This is an optimization exercise on Yosys and OpenROAD, whose aim is small area, not a production implementation.
Only simulation tests tie the RTL to the original design; equivalence was not proved.

==> design.v <==
`timescale 1ns / 1ps
module conv1D(
    input wire  M_AXIS_ACLK,
    input wire  M_AXIS_ARESETN,
    input wire  S_AXIS_ACLK,
	input wire  S_AXIS_ARESETN,
    output wire  M_AXIS_TVALID,  
    output wire [15:0] M_AXIS_TDATA,  
    output wire [1:0] M_AXIS_TKEEP, 
    output wire  M_AXIS_TLAST,  
    input wire  M_AXIS_TREADY,  
    output wire  S_AXIS_TREADY,  
    input wire [15:0] S_AXIS_TDATA,  
    input wire [1:0] S_AXIS_TKEEP,  
    input wire  S_AXIS_TLAST,  
    input wire  S_AXIS_TVALID  
    );
    reg [2:0] state;
    wire TX, RX, RX_data, RX_last, systolic_advance, new_filt_data, arr_rst, new_data, zero_padding, TX_last;
    assign RX = S_AXIS_TREADY && S_AXIS_TVALID;
    assign TX = M_AXIS_TREADY && M_AXIS_TVALID;  
    assign RX_data = RX && S_AXIS_TKEEP == 3;  
    assign RX_last = RX && S_AXIS_TLAST;
    assign systolic_advance = zero_padding || arr_rst || new_data;  
    assign new_filt_data = (state == 0 || state == 1) && RX_data;
    assign arr_rst = state == 0 && ~RX;
    assign new_data = (state == 2 || state == 3) && RX_data;
    assign zero_padding = state == 4 && TX;  
    assign TX_last = TX_count == data_count + filter_size - 2;
    assign M_AXIS_TVALID = state == 4 || (state == 3 && S_AXIS_TVALID); 
    assign M_AXIS_TKEEP = 3;  
    assign M_AXIS_TLAST = (state == 4) && TX_last; 
    assign S_AXIS_TREADY = M_AXIS_TREADY; 
    reg [15:0] filter[0:31];
    reg [8:0] filter_size;
    always @(posedge S_AXIS_ACLK) begin 
        if (new_filt_data) begin
            filter[0] <= S_AXIS_TDATA;  
            filter_size <= filter_size + 1;
        end
        else if (arr_rst) begin
            filter[0] <= 0;  
            filter_size <= 0;
        end
    end
    genvar i;
    generate
    for (i=1; i<32; i=i+1) begin
        always @(posedge S_AXIS_ACLK) if (new_filt_data || arr_rst) filter[i] <= filter[i-1];  
    end
    endgenerate
    reg [15:0] data[0:31];
    reg [31:0] data_count;
    reg [31:0] TX_count;
    always @(posedge S_AXIS_ACLK) begin
        if (new_data) begin 
            data[0] <= S_AXIS_TDATA;  
            data_count <= data_count+1;
        end
        if (zero_padding || arr_rst) data[0] <= 0;  
        if (arr_rst) data_count <= 0;
        if (TX) TX_count <= TX_count + 1;
        if (arr_rst) TX_count <= 0;
        if (!S_AXIS_ARESETN) begin  
            data_count <= 0;
            TX_count <= 0;
        end
    end
    generate
    for (i=1; i<32; i=i+1) begin
        always @(posedge S_AXIS_ACLK) if (systolic_advance) data[i] <= data[i-1];  
    end
    endgenerate
    reg [15:0] products[0:31];
    reg [15:0] L0sums[0:15];
    reg [15:0] L1sums[0:7];
    reg [15:0] L2sums[0:3];
    reg [15:0] L3sums[0:1];
    assign M_AXIS_TDATA = L3sums[0] + L3sums[1];
    generate
        for (i=0; i<32; i=i+1) begin always @(posedge S_AXIS_ACLK) if (systolic_advance) products[i] <= data[i]*filter[i]; end
        for (i=0; i<16; i=i+1) begin always @(posedge S_AXIS_ACLK) if (systolic_advance) L0sums[i] <= products[i*2] + products[i*2 + 1]; end
        for (i=0; i<8; i=i+1) begin always @(posedge S_AXIS_ACLK) if (systolic_advance) L1sums[i] <= L0sums[i*2] + L0sums[i*2 + 1]; end
        for (i=0; i<4; i=i+1) begin always @(posedge S_AXIS_ACLK) if (systolic_advance) L2sums[i] <= L1sums[i*2] + L1sums[i*2+1]; end
        for (i=0; i<2; i=i+1) begin always @(posedge S_AXIS_ACLK) if (systolic_advance) L3sums[i] <= L2sums[i*2] + L2sums[i*2+1]; end
    endgenerate
    always @(posedge S_AXIS_ACLK) begin
        if (!S_AXIS_ARESETN) state <= 0; else begin  
        if (state == 0 && RX_data) state <= 1;  
        if (state == 1 && RX_last) state <= 2;  
        if (state == 2 && data_count == 5 && RX_data) state <= 3;  
        if (state == 3 && RX_last) state <= 4;  
        if (state == 4 && TX && TX_last) state <= 0;  
        end
    end
endmodule
==> run.sh <==
#!/bin/bash
# synth_recipe.tcl (not shown) runs the flow's synth.tcl, then flattens the netlist and writes it again
# the make line also repeats each setting of config.mk as NAME=value (left out here)
make -C /OpenROAD-flow-scripts/flow DESIGN_CONFIG=/design/flow/config.mk WORK_HOME=/design/flow/orfs CLKGATE_MAP_FILE= SYNTH_SCRIPT=/design/flow/synth_recipe.tcl finish
==> config.mk <==
export PLATFORM = sky130hd
export DESIGN_NAME = conv1D
export DESIGN_NICKNAME = conv1D
export VERILOG_FILES = /design/flow/design.v
export SDC_FILE = /design/flow/constraint.sdc
export NUM_CORES = 4
export LEC_CHECK = 0
export CAP_MARGIN = 20
export CORE_MARGIN = 2
export CORE_UTILIZATION = 45
export PLACE_DENSITY = 0.6
export SLEW_MARGIN = 20
==> constraint.sdc <==
create_clock -name core_clock -period 15.0 [get_ports {S_AXIS_ACLK}]
set_input_delay 3.0000 -clock core_clock [delete_from_list [all_inputs] [get_ports {S_AXIS_ACLK}]]
set_output_delay 3.0000 -clock core_clock [all_outputs]
set_load 0.01 [all_outputs]
==> flow_metrics.tcl <==
set metrics [dict create \
    status "no timing/DRC/antenna violations" \
    reg2reg_depth 19 \
    critPathArrivalTime_ns 6.24 \
    rsz0062_at_grt "no" \
    cts.path.max_buffers 4 \
    drt-initial-drc-count 7208 \
    postCtsHoldBufs 0 \
    worstHoldStart "filter[30][15]$_DFFE_PP_" \
    cp-start-kind "flop" \
    yosysSeqAreaShare_pct 29.4 \
    fin_crit_ns 9.24 \
    layout_commonest_cell "inv_1" \
    ys_seq_elements 2092 \
    grt_overflow 0 \
    netlist_instances 20400 \
    tightest_slew_ns 1.04 \
    num_vias 135000 \
    cp_top_family "compound AO/OA/AOI/OAI gates" \
    root_buffer "clkbuf_16" \
    ys_async_sr_fraction_pct 0 \
    critPathMostFrequentCell "inv_1" \
    clk_pin_slew_ns 0.07 \
    ys_types 74 \
    final_area_um2 226000 \
    slew_violations 0 \
    rr_startpoint "filter[4][1]$_DFFE_PP_" \
    place_hpwl_mm 371 \
    drive_gt1_share_pct 2.34 \
    wl_mm 493 \
    netlist_area_um2 211000 \
    area.growth.synth_to_final_pct 7.06 \
    criticalPathCategory "reg -> out" \
    ys.flop_type "edfxtp_1" \
    path_cells "inv_1 -> ha_1 -> inv_1 -> ha_1 -> inv_1 -> fa_1 -> nor2b_4 -> o2111ai_1 -> a31oi_1 -> a221o_1 -> mux2i_1 -> a311oi_1 -> o2111ai_1 -> or4_1 -> nor4b_2 -> clkdlybuf4s50_1" \
    layout_common_cells "3,876 x inv_1, 2,592 x fa_1, 2,486 x nand2_1" \
    ant_nets 0 \
    slowest_stage "clkdlybuf4s50_1" \
    tns_ns 0 \
    timing.critical_path.buf_inv 4 \
    worstPathRequired_ns 12.00 \
    core-area_um2 467000 \
    hold_class "reg -> reg" \
    die_area_um2 475000 \
    fin_util_pct 48.4 \
    cts_tree "done" \
    synth_edf_count 2009 \
    setup_viol 0 \
    cts_made_buffers 242 \
    antenna_found_initial 14 \
    grt_max_degree 139 \
    track_usage_pct 21.3 \
    hold-path-endpoint "filter[31][15]$_DFFE_PP_" \
    path_max_fanout 5 \
    endpoint_kind "output port" \
    io_pins 46 \
    grt_pass1_wl_mm 798 \
    slowest_delay_ns 0.67 \
    rows 251 \
    insertion_delay_ns 0.96 \
    cap_violations 0 \
    hold_viol_final 0 \
    gp_congestion 0.869 \
    cts_setup_buffers 0 \
    clock_skew_ns 0.0676 \
    grt_pass1_vias 143000 \
    cts_resized 0 \
    synth_warnings 8 \
    port_buffers 41 \
    synth.avg_cell_area_um2 10.4 \
    hold_depth 0 \
    numClockSinks 2092 \
    drtPass1Iterations 5 \
    reg2reg_to "products[4][15]$_DFFE_PP_" \
    route.detailed.drc 0 \
    routedWlPerCell_um 18.5 \
    fin_crit_sh_pct 61.6 \
    die_w_um 689 \
    ff2ff_setup_slack_ns 9.17 \
    h-tree-depth 4 \
    fin_nets 24900 \
    place_area_um2 218000 \
    vias_per_cell 5.07 \
    die_h_um 689 \
    start_util_pct 45.2 \
    max_freq_mhz 108 \
    slew_headroom_pct 30.0 \
]
==> synthesized netlist by cell type (25+ instances only) <==
master	instances	area [um^2]
inv_1	3876	14500
fa_1	2592	51900
nand2_1	2488	9340
and2_1	2205	13800
ha_1	2108	26400
edfxtp_1	2009	60300
xnor2_1	1410	12300
nor2_1	619	2320
clkbuf_1	469	1760
a21oi_1	382	1910
xor2_1	334	2930
o21ai_0	218	1090
nor3_1	215	1080
nor2b_1	173	1080
nand3_1	159	796
o21a_1	138	1040
a21o_1	136	1020
o21bai_1	100	751
dfxtp_1	83	1660
nand4_1	64	400
a21boi_0	54	405
o41a_1	41	462
o2111ai_1	38	333
and3_1	33	206
nand2b_1	33	206
or3_1	33	206
o41ai_1	30	263
or4_1	27	203
a2111oi_0	26	228
nand4b_1	25	219
==> layer usage <==
metal	track usage (%)	part of all wire [%]
met1	28.1	43
met3	2.01	4.0
met4	6.08	3.0
met2	37.2	49
met5	0	0.0018
==> state kept, by name, indices dropped and copies added (netlist names) <==
register and cells:
L0sums 256, L1sums 128, L2sums 64, L3sums 32, TX_count 32, data 512, data_count 32, filter 512
filter_size 9, products 512, state 3
==> cell type report <==
type / count / area [um^2]
fillers: 43000 / 241000
multi-input cells: 13900 / 133000
flip-flops and latches: 2092 / 62000
inverters: 3876 / 14500
well taps: 6198 / 7750
clock buffers: 269 / 6220
clock inverters: 178 / 1880
repair buffers: 83 / 813
diodes: 6 / 15.0
==> per-stage QoR <==
step           hold WS [ns]  worst slack [ns]  instances
4_1_cts               0.453              5.63      26600
2_1_floorplan         0.406             0.202      20400
3_5_place_dp          0.438              6.70      26200
3_3_place_gp          0.434              6.75      26200
6_report              0.452              5.76      26600
5_1_grt               0.473              5.53      26600
==> cell families (layout without fill, tap and decap cells) <==
kind of cell,after synthesis,in the layout,synth area share (%)
flops,2092,2092,29.4
mux,6,6,0.0284
xor+xnor,1744,1744,7.23
fa+ha+maj,4700,4700,37.1
other cells,1,8,0.00178
buf+inv,4359,4406,7.76
simple gates,6148,6148,14.4
compound gates,1308,1308,4.13
==> worst max-delay path by stage <==
stage                                           from  depth (start not counted)                      to
final                     data_count[1]$_SDFFE_PP0P_                         16            M_AXIS_TLAST
after global routing      data_count[1]$_SDFFE_PP0P_                         16            M_AXIS_TLAST
after CTS                 data_count[1]$_SDFFE_PP0P_                         16            M_AXIS_TLAST
after detailed placement               M_AXIS_TREADY                          7   data[14][6]$_DFFE_PP_
after global placement                 M_AXIS_TREADY                          7   data[14][6]$_DFFE_PP_
after floorplan                        M_AXIS_TREADY                          3  L0sums[0][0]$_DFFE_PP_

## port drivers added, routing unchanged
The results above use ideal ports. As a check the final layout listed here was re-extracted and re-timed, cells and wires unchanged.
Step 1, drivers: a clkbuf_16 drives S_AXIS_ACLK and a buf_2 each remaining input, both assumed.
Step 2 adds t to the input delays and takes it off the output delays; t is the mean of the earliest and latest rising clock arrival at the registers after step 1. Input paths then give back, and output paths get back, about the clock's delay inside the block.
Slacks: ideal / step 1 / step 2; pairs: ideal / step 1.
t, ns: 1.054
setup slack, ns: 5.757 / 5.643 / 6.696
worst hold slack (ns): 0.452 / 0.452 / 0.452
worst setup path after step 2: register to output
After both steps setup and hold are still met in this run. For this run, drivers alone change the setup slack by -0.114 ns; drivers and shift together by +0.939 ns.
